Optimization exercise on an open flow, not production practice.
RTL: at most simulated, not proved equivalent.
Function not checked: runs 1 and 2.
Power: default activity.

File: design.v
module pianotiles(
		CLOCK_50,
		reset,
		KEY,
		plot,
		vga_x,
		vga_y,
		vga_colour,
		HEX0,
		HEX1,
		LEDR
		);
	input 			CLOCK_50;
	input			reset;
	input 	[3:0] KEY;
	output			plot;
	output	[8:0]	vga_x;
	output	[7:0]	vga_y;
	output	[2:0]	vga_colour;
	output [6:0] HEX0;
	output [6:0] HEX1;
	output [17:0] LEDR;
	reg [1:0] game_state;
	assign LEDR[1:0] = game_state;
	assign LEDR[3:2] = 2'b00;
	assign LEDR[5:4] = game_state;
	assign LEDR[13:6] = 8'd0;
	assign LEDR[17:14] = KEY;
	assign plot = (game_state == 2'd1);
	reg [3:0] rate;
	wire tick = (rate == 4'd7);
	always @(posedge CLOCK_50)
		if (reset) rate <= 4'd0;
		else rate <= rate + 4'd1;
	reg [8:0] n0;
	reg [5:0] n1;
	always @(posedge CLOCK_50)
		if (reset) begin
			n0 <= 9'h100;
			n1 <= 6'h20;
		end else begin
			n0 <= {n0[7:0], n0[3] ^ n0[8]};
			n1 <= {n1[4:0], n1[5] ^ n1[0]};
		end
	wire [1:0] rnd = {n0[0], n1[0]};
	reg [5:0] f;
	reg [2:0] T;
	reg [1:0] q0, q1, q2, q3, q4, q5;
	reg [5:0] k3, k4, k5;
	reg P, R240;
	reg al;			 
	reg [1:0] jc;
	reg [5:0] oc;
	reg [1:0] ac;
	reg [7:0] score;
	wire new_tile = (f == 6'd51);
	wire [5:0] nf = new_tile ? 6'd1 : f + 6'd1;
	wire [2:0] nT = (new_tile && T != 3'd6) ? T + 3'd1 : T;
	wire [1:0] nq0 = new_tile ? rnd : q0;
	wire [1:0] nq1 = new_tile ? q0 : q1;
	wire [1:0] nq2 = new_tile ? q1 : q2;
	wire [1:0] nq3 = new_tile ? q2 : q3;
	wire [1:0] nq4 = new_tile ? q3 : q4;
	wire [1:0] nq5 = new_tile ? q4 : q5;
	wire [5:0] nk3 = new_tile ? 6'd51 : k3;
	wire [5:0] nk4 = new_tile ? k3 : k4;
	wire [5:0] nk5 = new_tile ? k4 : k5;
	wire t4 = (nf >= 6'd35);
	wire [1:0] c239 = t4 ? nq4 : nq5;
	wire [5:0] o239 = t4 ? 6'd21 - nf : 6'd34 - nf;  
	wire [2:0] i239 = t4 ? 3'd4 : 3'd5;
	wire lit239 = (i239 < nT) && !(i239 + 3'd1 == nT && o239 == 6'd50) &&
		(o239 < (t4 ? nk4 : nk5));
	wire g = (nf >= 6'd36);
	wire [5:0] oq = g ? 6'd22 - nf : 6'd35 - nf;  
	wire [1:0] njc = new_tile ? jc + 2'd1 : jc;
	wire over = al && (njc == (g ? 2'd1 : 2'd2)) && (oc == oq);
	wire hit = al && !over && (KEY == ~(4'b1000 >> ac));
	wire [5:0] kj = (njc == 2'd0) ? nk3 : (njc == 2'd1) ? nk4 : nk5;
	wire [5:0] kc = (oc < kj) ? oc : kj;
	wire [5:0] ck3 = (hit && nq3 == ac && njc == 2'd0) ? kc : nk3;
	wire [5:0] ck4 = (hit && nq4 == ac) ? ((njc == 2'd1) ? kc : (njc == 2'd0) ? 6'd0 : nk4) : nk4;
	wire [5:0] ck5 = (hit && nq5 == ac) ? ((njc == 2'd2) ? kc : 6'd0) : nk5;
	wire start = tick && (game_state != 2'd1) && (KEY != 4'hf);
	wire step = tick && (game_state == 2'd1);
	always @(posedge CLOCK_50) begin
		if (reset) begin
			game_state <= 2'd0;
			T <= 3'd0;
			score <= 8'd0;
		end else if (start) begin
			game_state <= 2'd1;
			f <= 6'd1;
			T <= 3'd1;
			q0 <= rnd;
			al <= 1'b0;
			score <= 8'd0;
		end else if (step) begin
			f <= nf;
			T <= nT;
			q0 <= nq0; q1 <= nq1; q2 <= nq2; q3 <= nq3; q4 <= nq4; q5 <= nq5;
			k3 <= ck3; k4 <= ck4; k5 <= ck5;
			R240 <= P;
			P <= lit239 && !(hit && c239 == ac);
			jc <= njc;
			if (!al) begin
				if (lit239) begin
					al <= 1'b1;
					jc <= g ? 2'd0 : 2'd1;
					oc <= oq;
					ac <= c239;
				end
			end else if (over)
				game_state <= 2'd2;
			else if (hit) begin
				score <= score + 8'd1;
				if (lit239 && c239 != ac) begin
					jc <= g ? 2'd0 : 2'd1;
					oc <= oq;
					ac <= c239;
				end else
					al <= 1'b0;
			end
		end
	end
	reg [8:0] x;
	reg [7:0] y;
	reg [2:0] colour;
	wire xwrap = (x == 9'd320);
	wire [8:0] nx = xwrap ? 9'd0 : x + 9'd1;
	wire [7:0] ny = xwrap ? ((y == 8'd240) ? 8'd0 : y + 8'd1) : y;
	wire [1:0] cx = (nx < 9'd80) ? 2'd0 : (nx < 9'd160) ? 2'd1 :
		(nx < 9'd240) ? 2'd2 : (nx < 9'd320) ? 2'd3 : 2'd0;
	wire [8:0] dd = {1'b0, ny} - {3'b0, f};
	wire [2:0] di = (dd[8] || dd == 9'd0) ? 3'd0 : (dd <= 9'd51) ? 3'd1 :
		(dd <= 9'd102) ? 3'd2 : (dd <= 9'd153) ? 3'd3 : (dd <= 9'd204) ? 3'd4 : 3'd5;
	wire [5:0] oo = dd[5:0] + ((di == 3'd0) ? 6'd50 : (di == 3'd1) ? 6'd63 :
		(di == 3'd2) ? 6'd12 : (di == 3'd3) ? 6'd25 : (di == 3'd4) ? 6'd38 : 6'd51);
	wire [5:0] kk = (di == 3'd3) ? k3 : (di == 3'd4) ? k4 : (di == 3'd5) ? k5 : 6'd51;
	wire [1:0] rc = (di == 3'd0) ? q0 : (di == 3'd1) ? q1 : (di == 3'd2) ? q2 :
		(di == 3'd3) ? q3 : (di == 3'd4) ? q4 : q5;
	wire lit = (ny != 8'd0) && (di < T) && !(di + 3'd1 == T && oo == 6'd50) &&
		((ny == 8'd240) ? R240 : (oo < kk));
	always @(posedge CLOCK_50)
		if (reset) begin
			x <= 9'd0;
			y <= 8'd0;
			colour <= 3'b111;
		end else begin
			x <= nx;
			y <= ny;
			colour <= (lit && rc == cx) ? {1'b0, cx} + 3'd1 : 3'b111;
		end
	assign vga_x = x;
	assign vga_y = y;
	assign vga_colour = colour;
	localparam [111:0] SEG = {
		7'b000_1110, 7'b000_0110, 7'b010_0001, 7'b100_0110,
		7'b000_0011, 7'b000_1000, 7'b001_1000, 7'b000_0000,
		7'b111_1000, 7'b000_0010, 7'b001_0010, 7'b001_1001,
		7'b011_0000, 7'b010_0100, 7'b111_1001, 7'b100_0000};
	assign HEX0 = SEG[score[3:0] * 7 +: 7];
	assign HEX1 = SEG[score[7:4] * 7 +: 7];
endmodule
File: flow/area.abc
strash
&get -n
&deepsyn -T 10
&put
&get -n
&st
&dch -f
&nf -a
&put
topo
File: flow/own_synth.tcl
# The standard synthesis (synth_recipe.tcl in the work folder) with its abc
# call pointed at area.abc, next to this file.
set own_dir [file dirname [file normalize [info script]]]
proc abc {args} {
  global own_dir
  set i [lsearch -exact $args -script]
  if { $i >= 0 } {
    lset args [expr { $i + 1 }] [file join $own_dir area.abc]
  }
  puts "own_synth: abc $args"
  yosys abc {*}$args
}
source [file join [file dirname $own_dir] synth_recipe.tcl]
File: flow/run.sh
#!/bin/bash
# Own layout flow: the standard layout (standard.sh) with two changes.
#  - Synthesis is the standard script (synth_recipe.tcl), but its abc step
#    uses an area-oriented ABC script (area.abc) and adders are left to ABC
#    (ADDER_MAP_FILE empty) instead of half/full-adder cells. Registers are
#    mapped before the abc step, exactly as in the standard synthesis.
#  - The port buffers are sky130_fd_sc_hd__buf_1 cells.
#  - Clock tree synthesis takes its arguments from cts_args.
# Each tool writes its full log under orfs/logs/; make's output goes to
# standard.log in the work folder.
set -euo pipefail
here=$(cd "$(dirname "${BASH_SOURCE[0]}")" && pwd)
bash standard.sh \
	SYNTH_SCRIPT="$here/own_synth.tcl" \
	ADDER_MAP_FILE= \
	"BUFFER_PORTS_ARGS=-buffer_cell sky130_fd_sc_hd__buf_1" \
	"CTS_ARGS=$(cat "$here/cts_args")" \
	finish > standard.log 2>&1
File: flow/cts_args
-sink_clustering_enable -repair_clock_nets -root_buf sky130_fd_sc_hd__clkbuf_16 -buf_list sky130_fd_sc_hd__clkbuf_8 -dont_use_dummy_load
File: config.mk
export PLATFORM = sky130hd
export DESIGN_NAME = pianotiles
export DESIGN_NICKNAME = pianotiles
export VERILOG_FILES = /design/flow/design.v
export SDC_FILE = /design/flow/constraint.sdc
export NUM_CORES = 4
export LEC_CHECK = 0
export CAP_MARGIN = 20
export CORE_MARGIN = 2
export CORE_UTILIZATION = 40
export PLACE_DENSITY = 0.6
export SLEW_MARGIN = 20
File: standard.sh
#!/bin/bash
# synth_recipe.tcl (not shown) runs the flow's synth.tcl, then flattens the netlist and writes it again
# the make line also repeats each setting of config.mk as NAME=value (left out here)
make -C /OpenROAD-flow-scripts/flow DESIGN_CONFIG=/design/flow/config.mk WORK_HOME=/design/flow/orfs CLKGATE_MAP_FILE= SYNTH_SCRIPT=/design/flow/synth_recipe.tcl "${@:-finish}"
File: constraint.sdc
create_clock -name core_clock -period 10.0 [get_ports {CLOCK_50}]
set_input_delay 2.0000 -clock core_clock [delete_from_list [all_inputs] [get_ports {CLOCK_50}]]
set_output_delay 2.0000 -clock core_clock [all_outputs]
set_load 0.01 [all_outputs]
==> summary.txt, run 1 <==
Placed design:
- The weighted congestion at the end of routability-driven global placement is 0.931.
- Detailed placement ended at an HPWL of 11.5 mm.
- The cell total after placement is 925.
- The placed instances occupy a cell area of 6470 µm².
- During placement, the flow inserted port buffers numbering 48.
- OpenSTA, run right after detailed placement, puts the worst setup slack at 3440 ps.

Floorplan:
- The floorplan step defined a die boundary enclosing 16,200 µm².
- Row generation in the floorplan step produced 45 rows.
- Pin placement for this block handled 59 I/O pins.
- Measured along the x axis, the die boundary spans 127 µm.
- The core area is 15,000 µm².
- The initial utilization of the core area, before any placement, comes to 0.405.
- The floorplan step set the die height to 127 µm.

Setup path:
- The worst setup path is captured at a register.
- The startpoint type of the worst setup path is a register.
- The worst path arrival time is 6870 ps.
- The critical path goes through nor4_1 -> nand3_1 -> nor4_1 -> o211ai_1 -> a311oi_1 -> o21a_1 -> or2_0 -> o211ai_1 -> o311ai_0 -> nand2_1 -> xnor2_1 -> a31oi_1 -> maj3_1 -> maj3_1 -> maj3_1 -> xor2_1 -> a221oi_1 -> o221ai_1.
- The launching element of the worst setup path is x[4].
- The minimum setup slack among reg-to-reg paths is 3340 ps.
- The worst setup path category is register to register.
- The worst reg2reg path depth is 18.
- The cell with the most instances on the worst path is sky130_fd_sc_hd__maj3_1.
- The number of buffers and inverters on the critical path is 0.
- The critical path ends at colour[2].
- In this run the number of cells on the critical path is 18.
- In this design, the stage delay of the slowest critical-path cell is 870 ps.
- The cell family contributing the most delay on the critical path is compound AO/OA/AOI/OAI gates.
- The slowest stage of the critical path belongs to the cell sky130_fd_sc_hd__o311ai_0.
- The largest fanout on the critical path is 6.
- The endpoint required time on the critical path is 10,210 ps.
- The endpoint identified for the worst register-to-register timing path is colour[2].
- In this run the critical register-to-register path is launched from x[4].

Detailed routing:
- The detailed router's first-iteration violation count is 498.
- The detailed router placed 5,370 vias in this run.
- The final routed DRC violation total is 0.
- For this run, the detailed router's first-pass iteration total came to 5.
- Using the TritonRoute via totals, the vias-per-cell ratio works out to 5.75.
- In this run the remaining antenna-violating nets after routing total 0.
- Dividing the detail-routed wire length by the instance count gives 16.6 µm.
- After detailed routing, the total wire length is 15.5 mm.

Synthesis:
- Synthesis produced a netlist whose cell count is 690.
- In this run, distinct cell masters in the synthesized netlist total 55.
- The synthesis warning total is 1.
- The synthesized area per cell is 8.83 µm².
- After synthesis the netlist holds a flip-flop and latch count of 101.
- The share of synthesized registers carrying an async set or reset is 0.
- In the synthesized netlist the dominant register cell turns out to be sky130_fd_sc_hd__dfxtp_1.
- The number of enable flip-flop cells after synthesis is 49.
- For this run, the register share of the synthesized area comes to 0.413.
- In this run the cell area of the synthesized design comes to 6090 µm².

Timing:
- The final count of pins violating max slew is 0.
- After layout, the minimum clock period comes to 6660 ps.
- The post-layout worst setup margin is 3340 ps.
- The final-report hold violation count is 0.
- The pin slew with the least headroom to its limit is 1020 ps.
- The total negative slack is 0 ps.
- The minimum hold slack is 425 ps.
- Between clock sinks in the finished design, the worst skew comes to 13.0 ps.
- Setup violations remaining at the end of the flow were counted as 0.
- In the finished design, the share of the clock period the worst path needs comes to 0.666.
- Setup repair after global routing left no endpoint under its margin.
- The headroom to the max-slew limit is 0.308.
- Derived from the worst setup path, the maximum achievable clock frequency is 0.150 GHz.

Pwr:
- The largest vdd supply drop is 0.100 mV.
- The areal power density over the cells is 113 nW/µm².
- For this design the static power due to leakage is 2.33 nW.
- The overall power of the completed layout is 0.757 mW.

CTS:
- Once the clock tree was built, the resizer swapped 0 gates to a different size.
- The depth of the CTS H-tree is 3.
- The clock insertion delay at the later pin of the skew report is 360 ps.
- Buffers added to address setup during post-CTS repair amount to 0.
- The number of hold buffers added after CTS was 0.
- The count of clock tree sinks is 101.
- Clock-pin slew was measured on the worst setup and hold paths at 60 ps.
- The number of buffers inserted during clock tree synthesis is 9.
- The clock passes through at most 2 buffers.
- TritonCTS built the clock tree.
- The root buffer selected by CTS is sky130_fd_sc_hd__clkbuf_16.

Layout:
- The library cell used most frequently in the layout, excluding fill and tap cells, is sky130_fd_sc_hd__nor2_1.
- 0 antenna diodes ended up in the layout.
- The share of the core filled with cells in the final layout is 0.445.
- For this run, the post-layout net count is 754.
- In the final layout, the share of cells above drive strength 1 is 0.0228.
- In the layout the commonest cells are 90 x sky130_fd_sc_hd__nor2_1, 61 x sky130_fd_sc_hd__nand2_1, 52 x sky130_fd_sc_hd__dfxtp_1.
- The area growth from synthesis to layout is 9.97%.
- The post-route non-filler standard cell count is 934.
- The post-route cell area is 6700 µm².

Global routing:
- Across every metal layer, demand over resource in global routing totals 0.195.
- The largest net degree at the start of global routing is 41.
- The global-route wire length before repair is 24.9 mm.
- The number of global-route vias before repair is 4,935.
- The number of antenna violations at the first check in global routing is 0.
- Global routing finished with a remaining overflow of 0.

Run:
- Max-cap violations in this run came to 0.

Min path:
- The start point of the worst min-delay path is n0[7].
- The type of the worst min-delay path is register to register.

Outcome:
- The flow ran to the end and the layout has no timing, DRC or antenna violations.
-- cell usage after synthesis, types with 20 or more instances --
library cell,instances,area [µm²]
sky130_fd_sc_hd__edfxtp_1,49,1470
sky130_fd_sc_hd__clkinv_1,26,97.6
sky130_fd_sc_hd__dfxtp_1,52,1040
sky130_fd_sc_hd__o21ai_0,30,150
sky130_fd_sc_hd__xor2_1,20,175
sky130_fd_sc_hd__mux2i_1,28,280
sky130_fd_sc_hd__o22ai_1,20,125
sky130_fd_sc_hd__nand2_1,61,229
sky130_fd_sc_hd__nor3_1,25,125
sky130_fd_sc_hd__nor2_1,91,342
sky130_fd_sc_hd__xnor2_1,35,307
sky130_fd_sc_hd__a21oi_1,51,255
-- where the power goes --
| part | leakage (nW) | internal [mW] | switching (mW) |
|---|---|---|---|
| registers | 0.863 | 0.434 | 0.00297 |
| logic | 1.36 | 0.00633 | 0.0125 |
| clock network | 0.111 | 0.159 | 0.143 |
| total | 2.33 | 0.599 | 0.158 |
-- worst min path at each step --
stage | endpoint | slack, ps | depth (start not counted)
5_1_grt | R240 | 440 | 0
6_report | n0[8] | 420 | 1
2_1_floorplan | n0[8] | 390 | 1
4_1_cts | R240 | 430 | 0
3_3_place_gp | R240 | 410 | 0
3_5_place_dp | R240 | 410 | 0
-- sequential cells by signal (all words and copies together), names as in the netlist, 2 cells and up --
signal	flops
q2	2
n1	6
k3	6
T	3
x	9
score	8
q0	2
oc	6
q3	2
colour	3
k4	6
q1	2
y	8
ac	2
n0	9
game_state	2
jc	2
q4	2
rate	4
k5	6
f	6
q5	2
-- layer usage --
metal  share of wire  GRT usage  routed length [µm]
met4           0.026     0.0821                 405
met5               0          0                   0
met2            0.45      0.303                6940
met1            0.46      0.268                7130
met3           0.066     0.0339                1020
-- area by class of cell --
cell class / instances / area (µm²)
Timing Repair Buffer: 54 / 225
Clock buffer: 9 / 225
Fill cell: 1449 / 8340
Tap cell: 188 / 235
Inverter: 26 / 97.6
Sequential cell: 101 / 2510
Multi-Input combinational cell: 556 / 3400
-- logic make-up (layout without fill, tap and decap cells) --
logic type	Yosys count	count (layout)	synth area share
and+or+nand+nor	280	280	0.221
AOI/OAI and AO/OA	169	169	0.176
DFF	101	101	0.413
xor gates and xnor gates	58	58	0.0904
buffers and inverters	42	89	0.0358
muxes	28	28	0.0460
adders and majority gates	11	11	0.0181
other	1	10	0.000616
-- worst reg2reg max path, delay by kind of cell, from the launching register on --
| family | cells | cell delay (ps) |
|---|---|---|
| simple gates | 5 | 1860 |
| fa+ha+maj | 3 | 1150 |
| flops | 1 | 350 |
| xor+xnor | 2 | 490 |
| compound gates | 8 | 2660 |
==> run 2: changes to the inputs <==
==> flow/cts_args (replaced) <==
-sink_clustering_enable -repair_clock_nets -root_buf sky130_fd_sc_hd__clkbuf_16 -buf_list sky130_fd_sc_hd__clkbuf_4 -dont_use_dummy_load
==> run 2 against run 1 <==
Compared with the run above: synthesized cell count unchanged; cell area unchanged; global-route usage unchanged; final cell count unchanged; largest cell class unchanged; clock skew unchanged; sequential cell count unchanged.
==> summary.txt, run 2 <==
Floorplan:
- The effective utilization at floorplan is 0.405.
- The overall die area is 16,200 µm².
- The core area is 15,000 µm².
- The number of top-level pins is 59.
- The number of standard-cell rows in the floorplan is 45.
- The die is 127 µm tall.
- The die outline width is 127 µm.

Synthesis:
- Of the post-synthesis cell area, the dominant cell type holds 0.242.
- The number of enable flip-flop cells after synthesis is 49.
- The share of synthesized area occupied by flip-flops and latches is 0.413.
- The number of different library cells used by synthesis comes to 55.
- The number of cells produced by synthesis is 690.
- After synthesis, the cell types taking the most area are sky130_fd_sc_hd__edfxtp_1 24%, sky130_fd_sc_hd__dfxtp_1 17%, sky130_fd_sc_hd__nor2_1 5.6%.
- For this run, the leading register cell type out of synthesis is sky130_fd_sc_hd__dfxtp_1.
- The synthesized design spends more area on one cell type than any other, namely sky130_fd_sc_hd__edfxtp_1.
- Yosys instantiated no cell more often than sky130_fd_sc_hd__nor2_1.
- The synthesized area per cell is 8.83 µm².
- The share of synthesized registers carrying an async set or reset is 0.
- The post-synthesis instance area is 6090 µm².
- After synthesis the netlist holds a flip-flop and latch count of 101.
- The synthesis warning total is 1.
- Sorting the synthesized cells by how often they occur yields 91 x sky130_fd_sc_hd__nor2_1, 61 x sky130_fd_sc_hd__nand2_1, 52 x sky130_fd_sc_hd__dfxtp_1.

Timing:
- The total negative slack is 0 ps.
- The final-report hold violation count is 0.
- The final count of pins violating max slew is 0.
- The post-route clock skew is 13.0 ps.
- Headroom to the max-slew limit came out at 0.308.
- Hold timing on the final database bottoms out at a slack of 425 ps.
- Subtracting the final worst setup slack from the clock period gives 6660 ps.
- The pin slew with the least headroom to its limit is 1020 ps.
- Setup violations remaining at the end of the flow were counted as 0.
- Setup repair after global routing left no endpoint under its margin.
- Of the available clock period, the critical path in the final layout requires 0.666.
- Timing would allow up to 0.150 GHz.

CTS:
- The number of buffers inserted during clock tree synthesis is 9.
- The maximum buffer depth of the clock tree is 2.
- The count of clock tree sinks is 101.
- The clock insertion delay at the later pin of the skew report is 360 ps.
- In this run the clock root is driven by a sky130_fd_sc_hd__clkbuf_16.
- The post-cts sizing count is 0.
- In this run the number of H-tree levels came out at 3.
- After clock tree synthesis, the clock-pin slew on the worst setup and hold paths is 60 ps.
- TritonCTS built the clock tree.
- Post-CTS timing repair inserted 0 buffers for setup.
- The number of hold buffers added after CTS was 0.

Layout:
- The total inserted antenna cells is 0.
- Relative to the synthesized area, the layout overhead comes to 9.97%.
- The library cells used most frequently in the layout, excluding fill and tap cells, are 90 x sky130_fd_sc_hd__nor2_1, 61 x sky130_fd_sc_hd__nand2_1, 52 x sky130_fd_sc_hd__dfxtp_1.
- Leaving out fill and tap cells, the most frequent cell in the layout is sky130_fd_sc_hd__nor2_1.
- The share of cells above drive strength 1 is 0.0228.
- The final net count is 754.
- In the final layout, the registers with the most flip-flops are n0: 9 flops, x: 9 flops.
- Counting the fill cells in the layout gives 1,449.

Min path:
- The worst hold path belongs to the class register to register.

Setup path:
- The endpoint class of the critical path is a register.
- The master of the slowest instance on the critical path is sky130_fd_sc_hd__o311ai_0.
- At the worst endpoint, the required time is 10,210 ps.
- The worst setup path category is register to register.
- The critical path goes through nor4_1 -> nand3_1 -> nor4_1 -> o211ai_1 -> a311oi_1 -> o21a_1 -> or2_0 -> o211ai_1 -> o311ai_0 -> nand2_1 -> xnor2_1 -> a31oi_1 -> maj3_1 -> maj3_1 -> maj3_1 -> xor2_1 -> a221oi_1 -> o221ai_1.
- The largest fanout on the critical path is 6.
- The buffering stage count on the worst path with inverters included is 0.
- STA classifies the critical path startpoint as a register.
- The worst path arrival time is 6870 ps.
- The most numerous cell type found on the critical path is sky130_fd_sc_hd__maj3_1.
- The largest stage delay on the critical path is 870 ps.
- The family with the most delay on the worst path is compound AO/OA/AOI/OAI gates.

Detailed routing:
- The pre-antenna-repair detailed-routing pass consisted of 5 iterations.
- The detail-routed net length per standard cell is 16.6 µm.
- The wire length after detailed routing is 15.5 mm.
- The count of nets left with antenna violations once routing finished came out at 0.
- The final routed DRC violation total is 0.
- The detailed router placed 5,370 vias in this run.
- In this run, the number of DRC markers left after iteration 0 of detailed routing was 498.
- The per-cell via count in the routed design is 5.75.

Global routing:
- The largest net degree at the start of global routing is 41.
- The final global-route overflow total is 0.
- The global-route wire length before repair is 24.9 mm.
- The number of global-route vias before repair came to 4,935.
- The number of antenna violations at the first check in global routing is 0.
- Across every metal layer, demand over resource in global routing totals 0.195.

Pwr:
- Summed over all cells, the static leakage comes to 2.33 nW.
- The areal power density over the cells is 113 nW/µm².
- VDD sags by at most 0.100 mV.

Outcome:
- The flow ran to the end and the layout has no timing, DRC or antenna violations.

Placed design:
- The weighted congestion at the end of routability-driven global placement is 0.931.
- The HPWL after detailed placement is 11.5 mm.
- Buffers placed on the I/O ports in this run total 48.

Run:
- The max-cap violation count is 0.
-- run 2: per-layer routing --
metal | GRT usage | wire length (µm) | share of wire
met4 | 0.0821 | 405 | 0.026
met5 | 0 | 0 | 0
met1 | 0.268 | 7130 | 0.46
met3 | 0.0339 | 1020 | 0.066
met2 | 0.303 | 6940 | 0.45
-- run 2: per-stage QoR --
step / total power, mW / util / worst slack, ps / cell area (µm²) / instances
after floorplan: 0.461 / - / 4260 / 6120 / 699
after global placement: 0.464 / 0.430 / 3820 / 6470 / 925
after detailed placement: 0.465 / 0.430 / 3440 / 6470 / 925
after CTS: 0.767 / 0.445 / 3450 / 6690 / 934
after global routing: 0.782 / 0.445 / 2690 / 6700 / 934
final: 0.757 / 0.445 / 3340 / 6700 / 934
-- run 2: cells by family (layout without fill, tap and decap cells) --
group,Yosys count,in the layout,share of synthesized area
other cells,1,10,0.000616
mux,28,28,0.0460
simple gates,280,280,0.221
compound gates,169,169,0.176
buf+inv,42,89,0.0358
xor+xnor,58,58,0.0904
fa+ha+maj,11,11,0.0181
flops,101,101,0.413
-- run 2: worst paths after layout --
| check | from | to | slack (ps) | cells after the start |
|---|---|---|---|---|
| setup / recovery | x[4] | colour[2] | 3340 | 18 |
| hold / removal | n0[7] | n0[8] | 420 | 1 |
| setup reg to reg | x[4] | colour[2] | 3340 | 18 |
| hold reg to reg | n0[7] | n0[8] | 420 | 1 |
-- run 2: final cells by class --
type                       instances  area [µm²]  area share
multi-input combinational        556        3400       0.508
timing repair buffer              54         225      0.0336
inverter                          26        97.6      0.0146
sequential                       101        2510       0.375
clock buffer                       9         225      0.0336
tap                              188         235      0.0351
-- run 2: power by group --
| group | internal, mW | total (mW) | switching [mW] |
|---|---|---|---|
| Clock | 0.159 | 0.301 | 0.143 |
| Combinational | 0.00633 | 0.0188 | 0.0125 |
| Sequential | 0.434 | 0.437 | 0.00297 |
| Total | 0.599 | 0.757 | 0.158 |
==> run 3: changes to the inputs <==
--- a/design.v
+++ b/design.v
@@ -76,11 +76,9 @@
 	wire [1:0] njc = new_tile ? jc + 2'd1 : jc;
 	wire over = al && (njc == (g ? 2'd1 : 2'd2)) && (oc == oq);
 	wire hit = al && !over && (KEY == ~(4'b1000 >> ac));
-	wire [5:0] kj = (njc == 2'd0) ? nk3 : (njc == 2'd1) ? nk4 : nk5;
-	wire [5:0] kc = (oc < kj) ? oc : kj;
-	wire [5:0] ck3 = (hit && nq3 == ac && njc == 2'd0) ? kc : nk3;
-	wire [5:0] ck4 = (hit && nq4 == ac) ? ((njc == 2'd1) ? kc : (njc == 2'd0) ? 6'd0 : nk4) : nk4;
-	wire [5:0] ck5 = (hit && nq5 == ac) ? ((njc == 2'd2) ? kc : 6'd0) : nk5;
+	wire [5:0] ck3 = (hit && nq3 == ac && njc == 2'd0) ? oc : nk3;
+	wire [5:0] ck4 = (hit && nq4 == ac) ? ((njc == 2'd1) ? oc : (njc == 2'd0) ? 6'd0 : nk4) : nk4;
+	wire [5:0] ck5 = (hit && nq5 == ac) ? ((njc == 2'd2) ? oc : 6'd0) : nk5;
 	wire start = tick && (game_state != 2'd1) && (KEY != 4'hf);
 	wire step = tick && (game_state == 2'd1);
 	always @(posedge CLOCK_50) begin
==> flow/cts_args (replaced) <==
-sink_clustering_enable -repair_clock_nets -root_buf sky130_fd_sc_hd__clkbuf_16 -tree_buf sky130_fd_sc_hd__clkbuf_8 -buf_list sky130_fd_sc_hd__clkbuf_8 -dont_use_dummy_load
==> run 3 against run 2 <==
Compared with the run above: still clean on timing, DRC and antenna; die area down 3.4%; sequential power about the same; sequential cell count unchanged; core utilization up 0.25 points; power about the same; setup slack better by 680 ps; critical endpoint is now colour[0]; largest cell class unchanged; largest power group unchanged.
==> summary.txt, run 3 <==
Layout:
- The total inserted antenna cells is 0.
- In the final layout, the share of cells above drive strength 1 is 0.0225.
- The largest registers in the layout are n0: 9 flops, x: 9 flops.
- The final net count is 719.
- Once layout is complete, the utilization of the core stands at 0.448.
- The area growth from synthesis to layout is 10.0%.
- In the layout the commonest cells are 71 x sky130_fd_sc_hd__nor2_1, 54 x sky130_fd_sc_hd__a21oi_1, 53 x sky130_fd_sc_hd__nand2_1.
- The most common library cell in the layout ignoring fill and taps is sky130_fd_sc_hd__nor2_1.

Pwr:
- Overall power consumption after layout is estimated at 0.757 mW.
- The areal power density over the cells is 117 nW/µm².
- IR analysis of the VDD net gives a maximum drop of 0.0759 mV.
- In this run the static leakage power is 2.21 nW.

Floorplan:
- The floorplan step defined a core boundary enclosing 14,400 µm².
- The effective utilization at floorplan is 0.407.
- The die is 125 µm wide.
- The die covers 15,700 µm².
- Measured along the y axis, the die boundary spans 125 µm.
- The floorplan has 44 rows.
- In this run the count of I/O pins placed on the die edge is 59.

Setup path:
- The endpoint class of the critical path is a register.
- Traced cell by cell, the critical path runs through nor3b_1 -> and4_1 -> xnor2_1 -> maj3_1 -> a211oi_1 -> o31ai_1 -> maj3_1 -> xor2_1 -> nand3_1 -> or3b_1 -> and3_1 -> a211oi_1 -> o31ai_1 -> xnor2_1 -> o221ai_1 -> a21oi_1 -> o211ai_1 -> or3b_1.
- The worst path arrival time is 6200 ps.
- The startpoint type of the worst setup path is a register.
- The largest stage delay on the critical path is 530 ps.
- Of all nets on the critical path, the largest fanout is 7.
- The setup path with the least slack is of type register to register.
- The master of the slowest instance on the critical path is sky130_fd_sc_hd__or3b_1.
- For the worst setup path, the data required time is 10,220 ps.
- On the critical path the largest part of the delay comes from simple AND/OR/NAND/NOR gates.
- The number of buffers and inverters on the critical path is 0.

Global routing:
- The number of global-route vias before repair is 4,651.
- The first global-routing pass estimated 23.5 mm of wire.
- Entering global routing, the biggest net connects 44 pins.
- For this run, the total global-route usage over all layers was measured as 0.183.
- The number of antenna violations at the first check in global routing is 0.
- The total overflow left after global routing is 0.

Placed design:
- The weighted congestion at the end of routability-driven global placement is 0.903.
- Prior to clock tree synthesis, the placed netlist has a worst setup slack of 4060 ps.
- The HPWL after detailed placement is 10.9 mm.
- The number of buffers inserted by port buffering is 48.

Timing:
- The final count of pins violating max slew was 0.
- Headroom to the max-slew limit came out at 0.453.
- The pin slew with the least headroom to its limit is 821 ps.
- The final period demand of the worst path is 5980 ps.
- The portion of the clock cycle consumed by the worst path in the final layout is 0.598.
- For the final routed database, the setup TNS stands at 0 ps.
- The final-report hold violation count is 0.
- The post-layout worst setup margin is 4020 ps.
- Setup repair after global routing left no endpoint under its margin.
- The achievable clock frequency is 0.167 GHz.
- On the final layout, the worst clock skew is 10.2 ps.
- Setup violations remaining at the end of the flow were counted as 0.

Synthesis:
- Of all cell types, the one taking the most synthesized area is sky130_fd_sc_hd__edfxtp_1.
- Synthesis produced a netlist whose cell count is 657.
- The number of distinct library cells after synthesis is 60.
- The synthesis warning total is 1.
- For this run, the register share of the synthesized area comes to 0.428.
- The register bit count reported by yosys is 101.
- The synthesized design contains 49 enable-type register cells.
- Ranked by total cell area, the synthesized netlist is headed by sky130_fd_sc_hd__edfxtp_1 25%, sky130_fd_sc_hd__dfxtp_1 18%, sky130_fd_sc_hd__a21oi_1 4.6%.
- The post-synthesis instance area is 5870 µm².
- The share of synthesized area in the top cell type comes to 0.251.
- The synthesized area per cell is 8.94 µm².
- By count the netlist is led by 72 x sky130_fd_sc_hd__nor2_1, 54 x sky130_fd_sc_hd__a21oi_1, 53 x sky130_fd_sc_hd__nand2_1.
- The most numerous cell in the Yosys netlist is sky130_fd_sc_hd__nor2_1.
- The share of synthesized registers carrying an async set or reset is 0.
- Among all flip-flop cells after synthesis, the most frequent one is sky130_fd_sc_hd__dfxtp_1.

Detailed routing:
- The detailed-router iteration count before antenna repair is 7.
- Once detail routing completed, the nets flagged for antenna violations numbered 0.
- The per-cell via count in the routed design is 5.77.
- The detail-routed net length per standard cell is 16.2 µm.
- The final layout contains routed wiring with a total length of 14.5 mm.
- The overall via count from detail_route is 5,161.
- After detailed routing, the number of remaining DRC violations is 0.
- The detailed router's first-iteration violation count is 375.

CTS:
- The depth of the CTS H-tree is 3.
- In this run the deepest clock path goes through 2 buffers.
- Clock-pin slew was measured on the worst setup and hold paths at 60 ps.
- The number of gates resized after CTS was 0.
- In this run, CTS created clock tree buffers numbering 9.
- The root buffer selected by CTS is sky130_fd_sc_hd__clkbuf_16.
- In this run, post-CTS hold repair placed 0 buffers.
- The post-CTS setup buffer count is 0.
- The clock insertion delay at the later pin of the skew report is 350 ps.
- The clock net in this run drives a total of 101 sinks.
- TritonCTS built the clock tree.

Outcome:
- The flow ran to the end and the layout has no timing, DRC or antenna violations.

Min path:
- The type of the worst min-delay path is register to register.

Run:
- The max-cap violation count is 0.
==> run 3: cell types whose count changed in the layout (fill, tap and decap cells not counted), moves of 5 or more <==
cell	previous run	this run
sky130_fd_sc_hd__nand4_1	10	3
sky130_fd_sc_hd__a222oi_1	2	13
sky130_fd_sc_hd__nor3_1	25	36
sky130_fd_sc_hd__mux2i_1	28	10
sky130_fd_sc_hd__nor2_1	90	71
sky130_fd_sc_hd__xnor2_1	35	28
sky130_fd_sc_hd__clkinv_1	26	33
sky130_fd_sc_hd__nand2_1	61	53
sky130_fd_sc_hd__or2_0	10	5
sky130_fd_sc_hd__and3_1	10	15
sky130_fd_sc_hd__o22ai_1	20	8
==> run 3: kinds of logic after synthesis <==
family | count (synthesis) | share of synthesized area
and+or+nand+nor | 264 | 0.223
AOI/OAI and AO/OA | 173 | 0.194
xor gates and xnor gates | 49 | 0.0780
buffers and inverters | 49 | 0.0415
adders and majority gates | 7 | 0.0119
DFF | 101 | 0.428
other | 1 | 0.000639
muxes | 13 | 0.0228
==> run 3: where the power goes <==
part           leakage, nW  switching, mW  internal [mW]  total (mW)
Sequential           0.870        0.00324          0.434       0.437
Clock                0.111          0.143          0.159       0.302
Combinational         1.23         0.0120        0.00638      0.0184
==> run 3: area by class of cell <==
class	count	area [µm²]
fill	1425	7960
multi-input combinational	516	3160
sequential	101	2510
tap	184	230
clock buffer	9	225
timing repair buffer	52	211
inverter	33	124
==> run 3: worst paths after layout <==
check / from / end / slack [ps] / cells after the start
hold reg to reg: P / R240 / 420 / 0
hold / removal: P / R240 / 420 / 0
setup / recovery: x[6] / colour[0] / 4020 / 18
setup reg to reg: x[6] / colour[0] / 4020 / 18
==> run 3: metrics by stage <==
stage	cell area [µm²]	std cells	hold slack, ps
2_1_floorplan	5910	666	391
3_3_place_gp	6230	886	396
3_5_place_dp	6230	886	406
4_1_cts	6460	895	422
5_1_grt	6460	895	427
6_report	6460	895	419
==> run 3: per-layer routing <==
metal / GRT usage / part of all wire / wire length, µm / vias up
met5: 0 / 0 / 0 / -
met4: 0.0542 / 0.015 / 225 / 0
met3: 0.0304 / 0.047 / 682 / 20
met2: 0.300 / 0.47 / 6770 / 153
met1: 0.251 / 0.47 / 6860 / 2453
li1: - / - / - / 2535
==> run 4: changes to the inputs <==
==> flow/cts_args (replaced) <==
-sink_clustering_enable -repair_clock_nets -buf_list sky130_fd_sc_hd__clkbuf_8 -sink_clustering_max_diameter 50 -dont_use_dummy_load
==> run 4 against run 3 <==
Compared with the run above: sequential power about the same; clock-buffer cell count did not move; cell area fell by 1.6%; critical path depth is the same; synthesized cell count is the same; power shrank 11%; maximum frequency rose by 0.19%; final cell count unchanged; sequential share of layout area grew 0.62 points; hold slack gained 5.6 ps; first-iteration DRC count shrank 5.6%; global-route usage increased by 0.17 points; largest cell class unchanged; highest routed layer unchanged.
==> summary.txt, run 4 <==
Setup path:
- Traced cell by cell, the critical path runs through nor3b_1 -> and4_1 -> xnor2_1 -> maj3_1 -> a211oi_1 -> o31ai_1 -> maj3_1 -> o221ai_1 -> o211a_1 -> o21a_1 -> o311ai_0 -> a211oi_1 -> o31ai_1 -> xnor2_1 -> o221ai_1 -> a21oi_1 -> o211ai_1 -> or3b_1.
- The setup path with the least slack is of type register to register.
- The master of the slowest instance on the critical path is sky130_fd_sc_hd__nor3b_1.
- The worst setup path is launched from a register.
- The endpoint class of the critical path is a register.
- Grouping stages by cell kind, the critical path spends the most delay in compound AO/OA/AOI/OAI gates.
- Counting both buffers and inverters, the worst setup path holds a total of 0.
- The largest stage delay on the critical path is 480 ps.
- The critical path crosses 18 cells after its start point.
- Counting cells, the worst reg-to-reg path comes to 18.
- The endpoint required time on the critical path is 10,260 ps.
- Along the worst path, the maximum fanout reaches 11.
- Data on the critical path arrives at its endpoint at 6230 ps.

Floorplan:
- The effective utilization at floorplan is 0.407.
- The number of top-level pins is 59.
- The die covers 15,700 µm².
- Measured along the y axis, the die boundary spans 125 µm.
- The floorplan has 44 rows.
- The total area inside the core boundary comes to 14,400 µm².
- The die outline width is 125 µm.

Synthesis:
- The post-synthesis compound-gate area fraction was 0.194.
- Of the total synthesized cell area, the portion taken by AND, OR, NAND and NOR gates is 0.223.
- The number of cells produced by synthesis is 657.
- By area the synthesized netlist is led by sky130_fd_sc_hd__edfxtp_1 25%, sky130_fd_sc_hd__dfxtp_1 18%, sky130_fd_sc_hd__a21oi_1 4.6%.
- Of the total synthesized cell area, the portion taken by XOR and XNOR cells is 0.0780.
- The main combinational cell family by area after synthesis is simple AND/OR/NAND/NOR gates.
- The synthesis warning total is 1.
- The share of the Yosys chip area taken by registers is 0.428.
- Counting flops and latches in the post-synthesis netlist gives 101.
- Of the total synthesized cell area, the portion taken by full adders, half adders and majority gates is 0.0119.
- In this run, synthesis inferred 49 flip-flops with an integrated enable.
- The share of synthesized registers carrying an async set or reset is 0.
- The post-synthesis instance area is 5870 µm².
- The share of synthesized area in the top cell type comes to 0.251.
- After synthesis, the most frequently instantiated cells are 72 x sky130_fd_sc_hd__nor2_1, 54 x sky130_fd_sc_hd__a21oi_1, 53 x sky130_fd_sc_hd__nand2_1.
- Among all flip-flop cells after synthesis, the most frequent one is sky130_fd_sc_hd__dfxtp_1.
- sky130_fd_sc_hd__nor2_1 is the most common cell in the netlist.
- In this run, distinct cell masters in the synthesized netlist total 60.
- The multiplexer area fraction after synthesis is 0.0228.
- The synthesized area per cell is 8.94 µm².
- Summed over all instances, the cell type with the most area after synthesis is sky130_fd_sc_hd__edfxtp_1.

CTS:
- At the later pin of the worst-skew pair, clock insertion delay measures 380 ps.
- In this run, CTS created clock tree buffers numbering 9.
- After clock tree synthesis, the setup repair step added 0 buffers.
- After clock tree synthesis, the clock-pin slew on the worst setup and hold paths is 90 ps.
- In this run, post-CTS repair resized a total of 0 instances.
- The hold buffer count at CTS is 0.
- The tree built by TritonCTS fans out to 101 sinks.
- The maximum buffer depth of the clock tree is 2.
- The H-tree was split into 3 levels.
- The root buffer selected by CTS is sky130_fd_sc_hd__clkbuf_8.
- The clock tree from TritonCTS is built.

Pwr:
- Dividing total power by cell area gives a power density of 105 nW/µm².
- The analysis attributes to net switching a power of 0.150 mW.
- The largest vdd supply drop is 0.0677 mV.
- The internal power of the cells totals 0.521 mW.
- The overall power of the completed layout is 0.671 mW.
- The power share of the combinational group is 0.027.
- The relative contribution of sequential cells to total power is 0.651.
- Of the total power, the share spent switching nets is 0.223.
- The cell leakage power is 2.16 nW.
- Of the total power, the clock network draws 0.322.

Layout:
- The total inserted antenna cells is 0.
- The final net count is 719.
- The number of inserted filler cells in the final layout is 1,442.
- In the layout the commonest cells are 71 x sky130_fd_sc_hd__nor2_1, 54 x sky130_fd_sc_hd__a21oi_1, 53 x sky130_fd_sc_hd__nand2_1.
- The post-route non-filler standard cell count is 895.
- The share of the core filled with cells in the final layout is 0.441.
- In the final layout, the share of cells above drive strength 1 is 0.0225.
- Leaving out fill and tap cells, the most frequent cell in the layout is sky130_fd_sc_hd__nor2_1.
- The largest registers in the layout are n0: 9 flops, x: 9 flops.
- The area growth from synthesis to layout is 8.29%.

Placed design:
- The cell total after placement is 886.
- Timing analysis after detailed placement gives a worst setup slack of 4060 ps.
- Buffers placed on the I/O ports in this run total 48.
- The HPWL after detailed placement is 10.9 mm.
- The weighted congestion at the end of routability-driven global placement is 0.903.

Timing:
- The post-route clock skew is 12.6 ps.
- The headroom to the max-slew limit is 0.448.
- For the pin with the worst max-slew slack, the measured transition is 827 ps.
- Setup violations remaining at the end of the flow were counted as 0.
- Setup slack on the critical path of the routed design comes to 4030 ps.
- The achievable clock frequency is 0.168 GHz.
- Setup repair after global routing left no endpoint under its margin.
- The final-report hold violation count is 0.
- The final period demand of the worst path is 5970 ps.
- Dividing the final minimum period by the clock period gives 0.597.
- The total negative slack is 0 ps.
- The final count of pins violating max slew is 0.

Global routing:
- The number of antenna violations at the first check in global routing was 0.
- In the global route stage, overall resource usage came out at 0.185.
- The largest net degree at the start of global routing is 44.
- The first global-routing pass estimated 23.6 mm of wire.
- The final global-route overflow total is 0.
- The number of global-route vias before repair was 4,658.

Detailed routing:
- The pre-antenna-repair detailed-routing pass consisted of 8 iterations.
- After detailed routing, the average wire length per cell comes to 16.3 µm.
- The overall via count from detail_route is 5,126.
- The detailed router's first-iteration violation count is 354.
- In this run the remaining antenna-violating nets after routing total 0.
- For this run, design rule violations remaining after detail routing come to 0.
- The final layout contains routed wiring with a total length of 14.6 mm.
- After detailed routing, the number of vias per cell comes to 5.73.

Run:
- The tool flagged a number of max-cap violations equal to 0.

Min path:
- The type of the worst min-delay path is register to register.
- The worst hold path passes through 0 cells.

Outcome:
- The flow ran to the end and the layout has no timing, DRC or antenna violations.
-- run 4: cell counts after synthesis --
No cell type changed its count.
-- run 4: area by class of cell --
class                           count  area, µm²  share of cell area
Multi-Input combinational cell    516       3160               0.497
Sequential cell                   101       2510               0.395
Tap cell                          184        230              0.0362
Timing Repair Buffer               52        211              0.0332
Clock buffer                        9        124              0.0195
Inverter                           33        124              0.0195
-- run 4: worst reg2reg max path, stage by stage, from the launching register on --
cell	delay (ps)
sky130_fd_sc_hd__dfxtp_1	440
sky130_fd_sc_hd__nor3b_1	480
sky130_fd_sc_hd__and4_1	410
sky130_fd_sc_hd__xnor2_1	150
sky130_fd_sc_hd__maj3_1	400
sky130_fd_sc_hd__a211oi_1	330
sky130_fd_sc_hd__o31ai_1	180
sky130_fd_sc_hd__maj3_1	480
sky130_fd_sc_hd__o221ai_1	370
sky130_fd_sc_hd__o211a_1	340
sky130_fd_sc_hd__o21a_1	370
sky130_fd_sc_hd__o311ai_0	210
sky130_fd_sc_hd__a211oi_1	440
sky130_fd_sc_hd__o31ai_1	160
sky130_fd_sc_hd__xnor2_1	270
sky130_fd_sc_hd__o221ai_1	190
sky130_fd_sc_hd__a21oi_1	190
sky130_fd_sc_hd__o211ai_1	110
sky130_fd_sc_hd__or3b_1	340
-- run 4: stage by stage --
step | area [µm²] | hold WS [ps]
CTS | 6350 | 428
detailed placement | 6230 | 406
global route | 6360 | 434
global placement | 6230 | 396
floorplan | 5910 | 391
finish | 6360 | 425
-- run 4: layer usage --
metal | track usage | part of all wire
met5 | 0 | 0
met4 | 0.0739 | 0.020
met3 | 0.0278 | 0.054
met2 | 0.300 | 0.47
met1 | 0.249 | 0.46
-- run 4: power groups by stage --
stage | Combinational (mW) | Clock [mW] | Sequential (mW)
2_1_floorplan | 0.0150 | 0 | 0.446
3_3_place_gp | 0.0180 | 0 | 0.446
3_5_place_dp | 0.0184 | 0 | 0.446
4_1_cts | 0.0185 | 0.221 | 0.437
5_1_grt | 0.0206 | 0.237 | 0.437
6_report | 0.0184 | 0.216 | 0.437
-- run 4: kinds of logic after synthesis --
logic type / count (synthesis)
buffers and inverters: 49
AOI/OAI and AO/OA: 173
adders and majority gates: 7
and+or+nand+nor: 264
xor gates and xnor gates: 49
other: 1
DFF: 101
muxes: 13
-- run 4: final timing paths --
check             startpoint   endpoint  slack [ps]
setup / recovery        x[6]  colour[0]        4030
hold / removal             P       R240         420
setup reg to reg        x[6]  colour[0]        4030
hold reg to reg            P       R240         420
==> run 5: changes to the inputs <==
--- a/design.v
+++ b/design.v
@@ -46,7 +46,9 @@
 	reg [5:0] f;
 	reg [2:0] T;
 	reg [1:0] q0, q1, q2, q3, q4, q5;
-	reg [5:0] k3, k4, k5;
+	reg z3, z4, z5;
+	reg [1:0] pj;
+	reg [5:0] pc;
 	reg P, R240;
 	reg al;			 
 	reg [1:0] jc;
@@ -62,9 +64,12 @@
 	wire [1:0] nq3 = new_tile ? q2 : q3;
 	wire [1:0] nq4 = new_tile ? q3 : q4;
 	wire [1:0] nq5 = new_tile ? q4 : q5;
-	wire [5:0] nk3 = new_tile ? 6'd51 : k3;
-	wire [5:0] nk4 = new_tile ? k3 : k4;
-	wire [5:0] nk5 = new_tile ? k4 : k5;
+	wire nz3 = new_tile ? 1'b0 : z3;
+	wire nz4 = new_tile ? z3 : z4;
+	wire nz5 = new_tile ? z4 : z5;
+	wire [1:0] npj = (new_tile && pj != 2'd3) ? pj + 2'd1 : pj;
+	wire [5:0] nk4 = nz4 ? 6'd0 : (npj == 2'd1) ? pc : 6'd51;
+	wire [5:0] nk5 = nz5 ? 6'd0 : (npj == 2'd2) ? pc : 6'd51;
 	wire t4 = (nf >= 6'd35);
 	wire [1:0] c239 = t4 ? nq4 : nq5;
 	wire [5:0] o239 = t4 ? 6'd21 - nf : 6'd34 - nf;  
@@ -76,9 +81,9 @@
 	wire [1:0] njc = new_tile ? jc + 2'd1 : jc;
 	wire over = al && (njc == (g ? 2'd1 : 2'd2)) && (oc == oq);
 	wire hit = al && !over && (KEY == ~(4'b1000 >> ac));
-	wire [5:0] ck3 = (hit && nq3 == ac && njc == 2'd0) ? oc : nk3;
-	wire [5:0] ck4 = (hit && nq4 == ac) ? ((njc == 2'd1) ? oc : (njc == 2'd0) ? 6'd0 : nk4) : nk4;
-	wire [5:0] ck5 = (hit && nq5 == ac) ? ((njc == 2'd2) ? oc : 6'd0) : nk5;
+	wire mj = (njc == 2'd0) ? (nq3 == ac) : (njc == 2'd1) ? (nq4 == ac) : (nq5 == ac);
+	wire cz4 = nz4 || (hit && nq4 == ac && njc == 2'd0);
+	wire cz5 = nz5 || (hit && nq5 == ac && njc != 2'd2);
 	wire start = tick && (game_state != 2'd1) && (KEY != 4'hf);
 	wire step = tick && (game_state == 2'd1);
 	always @(posedge CLOCK_50) begin
@@ -97,7 +102,12 @@
 			f <= nf;
 			T <= nT;
 			q0 <= nq0; q1 <= nq1; q2 <= nq2; q3 <= nq3; q4 <= nq4; q5 <= nq5;
-			k3 <= ck3; k4 <= ck4; k5 <= ck5;
+			z3 <= nz3; z4 <= cz4; z5 <= cz5;
+			if (hit && mj) begin
+				pj <= njc;
+				pc <= oc;
+			end else
+				pj <= npj;
 			R240 <= P;
 			P <= lit239 && !(hit && c239 == ac);
 			jc <= njc;
@@ -134,7 +144,8 @@
 		(dd <= 9'd102) ? 3'd2 : (dd <= 9'd153) ? 3'd3 : (dd <= 9'd204) ? 3'd4 : 3'd5;
 	wire [5:0] oo = dd[5:0] + ((di == 3'd0) ? 6'd50 : (di == 3'd1) ? 6'd63 :
 		(di == 3'd2) ? 6'd12 : (di == 3'd3) ? 6'd25 : (di == 3'd4) ? 6'd38 : 6'd51);
-	wire [5:0] kk = (di == 3'd3) ? k3 : (di == 3'd4) ? k4 : (di == 3'd5) ? k5 : 6'd51;
+	wire zz = (di == 3'd3) ? z3 : (di == 3'd4) ? z4 : (di == 3'd5) ? z5 : 1'b0;
+	wire [5:0] kk = zz ? 6'd0 : (di == {1'b0, pj} + 3'd3) ? pc : 6'd51;
 	wire [1:0] rc = (di == 3'd0) ? q0 : (di == 3'd1) ? q1 : (di == 3'd2) ? q2 :
 		(di == 3'd3) ? q3 : (di == 3'd4) ? q4 : q5;
 	wire lit = (ny != 8'd0) && (di < T) && !(di + 3'd1 == T && oo == 6'd50) &&
==> run 5 against run 4 <==
Compared with the run above: setup slack got worse by 710 ps; final cell count down 4.8%; hold slack got worse by 1.7 ps; register-to-register slack got worse by 710 ps; critical endpoint unchanged; maximum frequency down 11%; still clean on timing, DRC and antenna; core utilization up 0.44 points; sequential share of layout area is 1.1 points lower; non-clock buffer count down 1; synthesized area decreased by 7.1%; clock skew up 17 ps; critical path type unchanged.
==> summary.txt, run 5 <==
Setup path:
- The worst path arrival time is 6910 ps.
- STA puts the critical path data required time at 10,230 ps.
- The worst setup path is captured at a register.
- The worst setup path is of the register to register kind.
- The endpoint identified for the worst register-to-register timing path is colour[0].
- The beginning of the worst register-to-register path is x[2].
- The number of cells on the worst reg-to-reg path is 19.
- The largest stage delay on the critical path is 780 ps.
- The slowest stage of the critical path belongs to the cell sky130_fd_sc_hd__a31oi_1.
- Of all nets on the critical path, the largest fanout is 11.
- The startpoint type of the worst setup path is a register.
- The setup check on the worst reg-to-reg path leaves a slack of 3320 ps.
- The signal on the critical path passes through nor4b_1 -> and3_1 -> and4_1 -> xnor2_1 -> nand4_1 -> xor3_1 -> a21boi_0 -> o21ai_0 -> a21boi_0 -> nor2_1 -> a31oi_1 -> clkinv_1 -> o41ai_1 -> o21ai_0 -> xnor2_1 -> a221oi_1 -> o31ai_1 -> a311oi_1 -> o211ai_1.

Global routing:
- Entering global routing, the biggest net connects 43 pins.
- The first global-routing pass estimated 21.2 mm of wire.
- The combined global-route utilization of all metal layers is 0.184.
- The number of global-route vias before repair came to 4,406.
- The number of antenna violations at the first check in global routing is 0.
- After global routing the overflow that remains totals 0.

Layout:
- From synthesis to final layout, the design area changed by 8.51%.
- In the final layout, the registers with the most flip-flops are n0: 9 flops, x: 9 flops.
- The share of the core filled with cells in the final layout is 0.445.
- In the final layout, the share of cells above drive strength 1 is 0.0207.
- The post-route cell area is 5920 µm².
- In the final design database the tool counted 684 nets.
- In the layout the commonest cells are 80 x sky130_fd_sc_hd__nor2_1, 60 x sky130_fd_sc_hd__nand2_1, 52 x sky130_fd_sc_hd__dfxtp_1.
- The number of inserted filler cells in the final layout is 1,294.
- The total inserted antenna cells is 0.
- The library cell used most frequently in the layout, excluding fill and tap cells, is sky130_fd_sc_hd__nor2_1.

Synthesis:
- The number of cells produced by synthesis is 623.
- The number of enable flip-flop cells after synthesis is 41.
- The area share of the largest cell type after synthesis is 0.226.
- The register bit count reported by yosys is 93.
- The commonest cells after synthesis are 81 x sky130_fd_sc_hd__nor2_1, 60 x sky130_fd_sc_hd__nand2_1, 52 x sky130_fd_sc_hd__dfxtp_1.
- The synthesis warning total is 1.
- The synthesized area per cell is 8.76 µm².
- The leading area contributor after synthesis is sky130_fd_sc_hd__edfxtp_1.
- In the post-synthesis netlist, the biggest area contributors are sky130_fd_sc_hd__edfxtp_1 23%, sky130_fd_sc_hd__dfxtp_1 19%, sky130_fd_sc_hd__nor2_1 5.6%.
- For this run, the leading register cell type out of synthesis is sky130_fd_sc_hd__dfxtp_1.
- In this run, distinct cell masters in the synthesized netlist total 53.
- In this run the cell area of the synthesized design comes to 5460 µm².
- The share of synthesized area occupied by flip-flops and latches is 0.416.
- In the synthesized netlist the async set-or-reset flop fraction comes to 0.
- The most common cell in the synthesized netlist is sky130_fd_sc_hd__nor2_1.

CTS:
- The count of clock tree sinks is 93.
- The post-CTS setup buffer count is 0.
- The number of buffers inserted during clock tree synthesis is 9.
- The post-cts sizing count is 0.
- For the worst-skew pair, the clock arrives at the later sink with an insertion delay of 390 ps.
- The H-tree was split into 3 levels.
- The number of hold buffers added after CTS was 0.
- The tree is rooted in a sky130_fd_sc_hd__clkbuf_8.
- TritonCTS built the clock tree.
- After clock tree synthesis, the clock-pin slew on the worst setup and hold paths is 80 ps.
- Counting along the longest clock path gives a buffer depth of 2.

Detailed routing:
- After detailed routing, the average wire length per cell comes to 15.2 µm.
- The number of routed nets with antenna violations is 0.
- The final routed DRC violation total is 0.
- In the routed layout, each cell is associated on average with a via count of 5.51.
- The first detailed-routing pass ran for 5 iterations.
- Wires add up to 12.9 mm.
- The detailed router's first-iteration violation count is 253.
- Across all layers, the routed design uses 4,696 vias.

Timing:
- Based on the critical path, the design can be clocked at up to 0.150 GHz.
- The headroom to the max-slew limit is 0.315.
- The portion of the clock cycle consumed by the worst path in the final layout is 0.668.
- The post-layout worst setup margin is 3320 ps.
- The total negative slack is 0 ps.
- The minimum hold slack is 423 ps.
- The final setup violation count is 0.
- Setup repair after global routing left no endpoint under its margin.
- For the pin with the worst max-slew slack, the measured transition is 1020 ps.
- The final count of pins violating max slew is 0.
- The final period demand of the worst path is 6680 ps.
- The post-route clock skew is 29.5 ps.
- The final-report hold violation count is 0.

Min path:
- The type of the worst min-delay path is register to register.
- Counting instances, the worst hold path has a depth of 0.
- The start point of the worst min-delay path is P.
- For hold timing, the worst endpoint is R240.

Placed design:
- Detailed placement ended at an HPWL of 9.89 mm.
- In this run the cell area measured after placement is 5800 µm².
- Before CTS, the worst setup slack after placement is 3450 ps.
- The weighted congestion at the end of routability-driven global placement is 0.909.
- Input and output buffers added on the ports amount to 48.

Pwr:
- The areal power density over the cells is 105 nW/µm².
- The cell leakage power is 2.14 nW.
- VDD sags by at most 0.0578 mV.

Floorplan:
- The die outline width is 121 µm.
- The die covers 14,600 µm².
- The vertical die dimension is 121 µm.
- During I/O placement, the number of pins put on the boundary was 59.
- Row generation in the floorplan step produced 42 rows.
- For this configuration, the core starts out at a cell density of 0.410.
- The core area is 13,300 µm².

Run:
- Max-cap violations in this run came to 0.

Outcome:
- The flow ran to the end and the layout has no timing, DRC or antenna violations.
==> run 5: cell count changes after synthesis, moves of 8 or more <==
| cell | delta |
|---|---|
| sky130_fd_sc_hd__a21oi_1 | -13 |
| sky130_fd_sc_hd__a222oi_1 | -13 |
| sky130_fd_sc_hd__clkinv_1 | -15 |
| sky130_fd_sc_hd__edfxtp_1 | -8 |
| sky130_fd_sc_hd__nor2_1 | +9 |
| sky130_fd_sc_hd__nor3_1 | -18 |
==> run 5: layout make-up <==
class                   count  area (µm²)  area share
clock buffers               9         124      0.0209
inverters                  18        67.6      0.0114
multi-input cells         505        3030       0.512
flip-flops and latches     93        2270       0.384
well taps                 176         220      0.0372
repair buffers             51         204      0.0344
==> run 5: where the power goes <==
part | switching, mW | internal (mW) | total, mW | leakage, nW
registers | 0.00294 | 0.397 | 0.400 | 0.791
logic | 0.0131 | 0.00675 | 0.0199 | 1.29
clock network | 0.122 | 0.0808 | 0.202 | 0.0647
total | 0.138 | 0.485 | 0.623 | 2.14
==> run 5: cell families (layout without fill, tap and decap cells) <==
| group | count (synthesis) | after routing | share of synthesized area |
|---|---|---|---|
| AO/OA/AOI/OAI | 143 | 143 | 0.169 |
| buffers and inverters | 34 | 78 | 0.0344 |
| multiplexers | 10 | 10 | 0.0183 |
| AND/OR/NAND/NOR | 282 | 282 | 0.256 |
| other | 1 | 10 | 0.000687 |
| XOR/XNOR | 60 | 60 | 0.105 |
| flip-flops | 93 | 93 | 0.416 |
==> run 5: stage by stage <==
stage | power (mW) | instances
finish | 0.623 | 852
floorplan | 0.425 | 632
global placement | 0.428 | 843
global route | 0.642 | 852
CTS | 0.627 | 852
detailed placement | 0.429 | 843
==> run 5: critical path: cells and delay by family (launching register included) <==
kind            cells  cell delay [ps]
flops               1              340
buf+inv             1              240
compound gates     10             3560
xor+xnor            3              700
simple gates        5             1700
==> run 5: worst max-delay path by stage <==
| stage | endpoint | start | slack, ps | depth (start not counted) |
|---|---|---|---|---|
| finish | colour[0] | x[2] | 3320 | 19 |
| global route | colour[0] | x[2] | 2440 | 19 |
| CTS | colour[0] | x[2] | 3430 | 19 |
| detailed placement | colour[0] | x[2] | 3450 | 19 |
| global placement | colour[2] | x[2] | 3820 | 19 |
| floorplan | colour[0] | x[2] | 4390 | 19 |
==> run 5: layer usage <==
metal  wire length, µm  share of wire  GRT usage  vias to the layer above
li1                  -              -          -                     2328
met1              5950           0.46      0.241                     2199
met2              5910           0.46      0.296                      139
met3               667          0.052     0.0278                       30
met4               377          0.029     0.0894                        0
met5                 0              0          0                        -
==> run 6: changes to the inputs <==
--- a/design.v
+++ b/design.v
@@ -46,11 +46,10 @@
 	reg [5:0] f;
 	reg [2:0] T;
 	reg [1:0] q0, q1, q2, q3, q4, q5;
-	reg z3, z4, z5;
+	reg z4, z5;
 	reg [1:0] pj;
 	reg [5:0] pc;
 	reg P, R240;
-	reg al;			 
 	reg [1:0] jc;
 	reg [5:0] oc;
 	reg [1:0] ac;
@@ -64,26 +63,24 @@
 	wire [1:0] nq3 = new_tile ? q2 : q3;
 	wire [1:0] nq4 = new_tile ? q3 : q4;
 	wire [1:0] nq5 = new_tile ? q4 : q5;
-	wire nz3 = new_tile ? 1'b0 : z3;
-	wire nz4 = new_tile ? z3 : z4;
+	wire nz4 = new_tile ? 1'b0 : z4;
 	wire nz5 = new_tile ? z4 : z5;
 	wire [1:0] npj = (new_tile && pj != 2'd3) ? pj + 2'd1 : pj;
-	wire [5:0] nk4 = nz4 ? 6'd0 : (npj == 2'd1) ? pc : 6'd51;
-	wire [5:0] nk5 = nz5 ? 6'd0 : (npj == 2'd2) ? pc : 6'd51;
 	wire t4 = (nf >= 6'd35);
 	wire [1:0] c239 = t4 ? nq4 : nq5;
 	wire [5:0] o239 = t4 ? 6'd21 - nf : 6'd34 - nf;  
 	wire [2:0] i239 = t4 ? 3'd4 : 3'd5;
 	wire lit239 = (i239 < nT) && !(i239 + 3'd1 == nT && o239 == 6'd50) &&
-		(o239 < (t4 ? nk4 : nk5));
+		!(t4 ? nz4 : nz5) && !(npj == (t4 ? 2'd1 : 2'd2) && o239 >= pc);
 	wire g = (nf >= 6'd36);
 	wire [5:0] oq = g ? 6'd22 - nf : 6'd35 - nf;  
-	wire [1:0] njc = new_tile ? jc + 2'd1 : jc;
+	wire al = (jc != 2'd3);
+	wire [1:0] njc = (new_tile && al) ? jc + 2'd1 : jc;
 	wire over = al && (njc == (g ? 2'd1 : 2'd2)) && (oc == oq);
 	wire hit = al && !over && (KEY == ~(4'b1000 >> ac));
 	wire mj = (njc == 2'd0) ? (nq3 == ac) : (njc == 2'd1) ? (nq4 == ac) : (nq5 == ac);
 	wire cz4 = nz4 || (hit && nq4 == ac && njc == 2'd0);
-	wire cz5 = nz5 || (hit && nq5 == ac && njc != 2'd2);
+	wire cz5 = nz5 || (hit && nq5 == ac && njc == 2'd1);
 	wire start = tick && (game_state != 2'd1) && (KEY != 4'hf);
 	wire step = tick && (game_state == 2'd1);
 	always @(posedge CLOCK_50) begin
@@ -96,13 +93,13 @@
 			f <= 6'd1;
 			T <= 3'd1;
 			q0 <= rnd;
-			al <= 1'b0;
+			jc <= 2'd3;
 			score <= 8'd0;
 		end else if (step) begin
 			f <= nf;
 			T <= nT;
 			q0 <= nq0; q1 <= nq1; q2 <= nq2; q3 <= nq3; q4 <= nq4; q5 <= nq5;
-			z3 <= nz3; z4 <= cz4; z5 <= cz5;
+			z4 <= cz4; z5 <= cz5;
 			if (hit && mj) begin
 				pj <= njc;
 				pc <= oc;
@@ -113,7 +110,6 @@
 			jc <= njc;
 			if (!al) begin
 				if (lit239) begin
-					al <= 1'b1;
 					jc <= g ? 2'd0 : 2'd1;
 					oc <= oq;
 					ac <= c239;
@@ -127,7 +123,7 @@
 					oc <= oq;
 					ac <= c239;
 				end else
-					al <= 1'b0;
+					jc <= 2'd3;
 			end
 		end
 	end
@@ -144,12 +140,12 @@
 		(dd <= 9'd102) ? 3'd2 : (dd <= 9'd153) ? 3'd3 : (dd <= 9'd204) ? 3'd4 : 3'd5;
 	wire [5:0] oo = dd[5:0] + ((di == 3'd0) ? 6'd50 : (di == 3'd1) ? 6'd63 :
 		(di == 3'd2) ? 6'd12 : (di == 3'd3) ? 6'd25 : (di == 3'd4) ? 6'd38 : 6'd51);
-	wire zz = (di == 3'd3) ? z3 : (di == 3'd4) ? z4 : (di == 3'd5) ? z5 : 1'b0;
-	wire [5:0] kk = zz ? 6'd0 : (di == {1'b0, pj} + 3'd3) ? pc : 6'd51;
+	wire zz = (di == 3'd4) ? z4 : (di == 3'd5) ? z5 : 1'b0;
+	wire cut = zz || ((di == {1'b0, pj} + 3'd3) && oo >= pc);
 	wire [1:0] rc = (di == 3'd0) ? q0 : (di == 3'd1) ? q1 : (di == 3'd2) ? q2 :
 		(di == 3'd3) ? q3 : (di == 3'd4) ? q4 : q5;
 	wire lit = (ny != 8'd0) && (di < T) && !(di + 3'd1 == T && oo == 6'd50) &&
-		((ny == 8'd240) ? R240 : (oo < kk));
+		((ny == 8'd240) ? R240 : !cut);
 	always @(posedge CLOCK_50)
 		if (reset) begin
 			x <= 9'd0;
==> run 6 against run 5 <==
Compared with the run above: still clean on timing, DRC and antenna; sequential power decreased by 1%; synthesized area down 3.1%; routed wire length is 0.55% higher; critical path type unchanged; highest routed layer unchanged.
==> summary.txt, run 6 <==
Layout:
- For this run, the share of the core covered by cells in the final layout is 0.440.
- Excluding fillers, the count of instances in the completed layout stands at 847.
- Once layout is done, the placed cells without fillers occupy 5750 µm².
- In the final layout, the share of cells above drive strength 1 is 0.0209.
- The area growth from synthesis to layout is 8.85%.
- The total inserted antenna cells is 0.

Detailed routing:
- The detail-routed net length per standard cell is 15.3 µm.
- Dividing the detail-routed via count by the number of cells gives 5.44.
- The detailed router's first-iteration violation count is 271.
- The detailed router placed 4,610 vias in this run.
- The wire length after detailed routing is 13.0 mm.

Timing:
- The achievable clock frequency is 0.147 GHz.
- The final-report hold violation count is 0.
- For the final database, setup skew stands at 32.0 ps.
- The minimum hold slack is 433 ps.
- After routing, the total negative slack on setup checks comes to 0 ps.

Floorplan:
- The number of standard-cell rows in the floorplan is 42.
- The core region is 13,100 µm².
- The die is 119 µm tall.
- The number of top-level pins is 59.
- The die covers 14,200 µm².
- The die is 119 µm wide.

Run:
- The max-cap violation count is 0.

Global routing:
- Entering global routing, the biggest net connects 43 pins.
- For met3 alone, demand over resource in global routing was 0.0474.
- The number of antenna violations at the first check in global routing is 0.
- In the global route stage, met1 resource usage came out at 0.256.
- The number of global-route vias before repair came to 4,409.
- In the global route stage, overall resource usage came out at 0.193.

CTS:
- After clock tree synthesis, the repair step resized 0 gates.
- The number of buffers inserted during clock tree synthesis is 9.

Synthesis:
- The netlist uses 58 different library cells.
- The area share of the largest cell type after synthesis is 0.227.
- The most numerous cell in the Yosys netlist is sky130_fd_sc_hd__nor2_1.
- The share of synthesized registers carrying an async set or reset is 0.
- After synthesis, the cell types taking the most area are sky130_fd_sc_hd__edfxtp_1 23%, sky130_fd_sc_hd__dfxtp_1 20%, sky130_fd_sc_hd__nor2_1 6.7%.
- The post-synthesis instance area is 5290 µm².

Setup path:
- The startpoint type of the worst setup path is a register.
- The end point of the critical path is colour[2].
- STA puts the critical path data required time at 10,280 ps.
- The worst setup path is captured at a register.
- The beginning of the worst register-to-register path is x[6].
- At the worst endpoint, the arrival time is 7080 ps.
- The launching element of the worst setup path is x[6].

Placed design:
- The cell total after placement is 838.
- The cell area reported after detailed placement is 5620 µm².

Pwr:
- For this design the ratio of total power to cell area is 107 nW/µm².
- The largest vdd supply drop is 0.0728 mV.

Outcome:
- The flow ran to the end and the layout has no timing, DRC or antenna violations.
==> run 6: changes by cell type in the layout (fill, tap and decap cells not counted), sizes merged, moves of 6 or more <==
cell	delta
a21oi	+7
xor2	-12
nand2	-7
nor2	+13
mux2i	-8
a21boi	-6
==> run 6: cells by family after synthesis <==
| kind of cell | synth area share |
|---|---|
| buffers and inverters | 0.0391 |
| adders and majority gates | 0.00757 |
| xor gates and xnor gates | 0.0762 |
| DFF | 0.424 |
| other | 0.000709 |
| AOI/OAI and AO/OA | 0.187 |
| and+or+nand+nor | 0.255 |
| muxes | 0.0102 |
==> run 6: worst min path at each step <==
stage	to	slack, ps	cells past startpoint	start
global route	n0[3]	450	1	n0[2]
global placement	n1[5]	410	1	n1[4]
CTS	n0[3]	440	1	n0[2]
detailed placement	n0[8]	400	1	n0[7]
finish	n0[3]	430	1	n0[2]
floorplan	n0[8]	390	1	n0[7]
==> run 6: report_power, final <==
group	switching, mW	internal, mW	leakage, nW
registers	0.00299	0.393	0.782
logic	0.0128	0.00668	1.12
clock network	0.117	0.0807	0.0647
==> run 6: routing by layer <==
metal	part of all wire	vias to the layer above	routed length, µm
li1	-	2327	-
met1	0.47	2149	6150
met2	0.47	117	6050
met3	0.043	17	554
met4	0.018	0	228
met5	0	-	0
==> run 6: final cells by class <==
class,instances,area (µm²)
flip-flops and latches,92,2240
fillers,1283,7330
repair buffers,51,204
clock buffers,9,124
well taps,176,220
inverters,23,86.3
multi-input cells,496,2880
==> run 6: worst max-delay path: stages (launching register included) <==
cell and delay [ps]:
sky130_fd_sc_hd__dfxtp_1 410, sky130_fd_sc_hd__nor4bb_1 640, sky130_fd_sc_hd__and4_1 420, sky130_fd_sc_hd__a21oi_1 140, sky130_fd_sc_hd__o31ai_1 380, sky130_fd_sc_hd__mux2_1 380, sky130_fd_sc_hd__a21o_1 220, sky130_fd_sc_hd__a31o_1 230
sky130_fd_sc_hd__xnor2_1 520, sky130_fd_sc_hd__nor3_1 110, sky130_fd_sc_hd__o311ai_0 590, sky130_fd_sc_hd__o31a_1 350, sky130_fd_sc_hd__o211ai_1 150, sky130_fd_sc_hd__maj3_1 440, sky130_fd_sc_hd__xor2_1 160, sky130_fd_sc_hd__maj3_1 340
sky130_fd_sc_hd__maj3_1 360, sky130_fd_sc_hd__maj3_1 350, sky130_fd_sc_hd__a211oi_1 230, sky130_fd_sc_hd__o21ai_0 180, sky130_fd_sc_hd__o2111ai_1 130
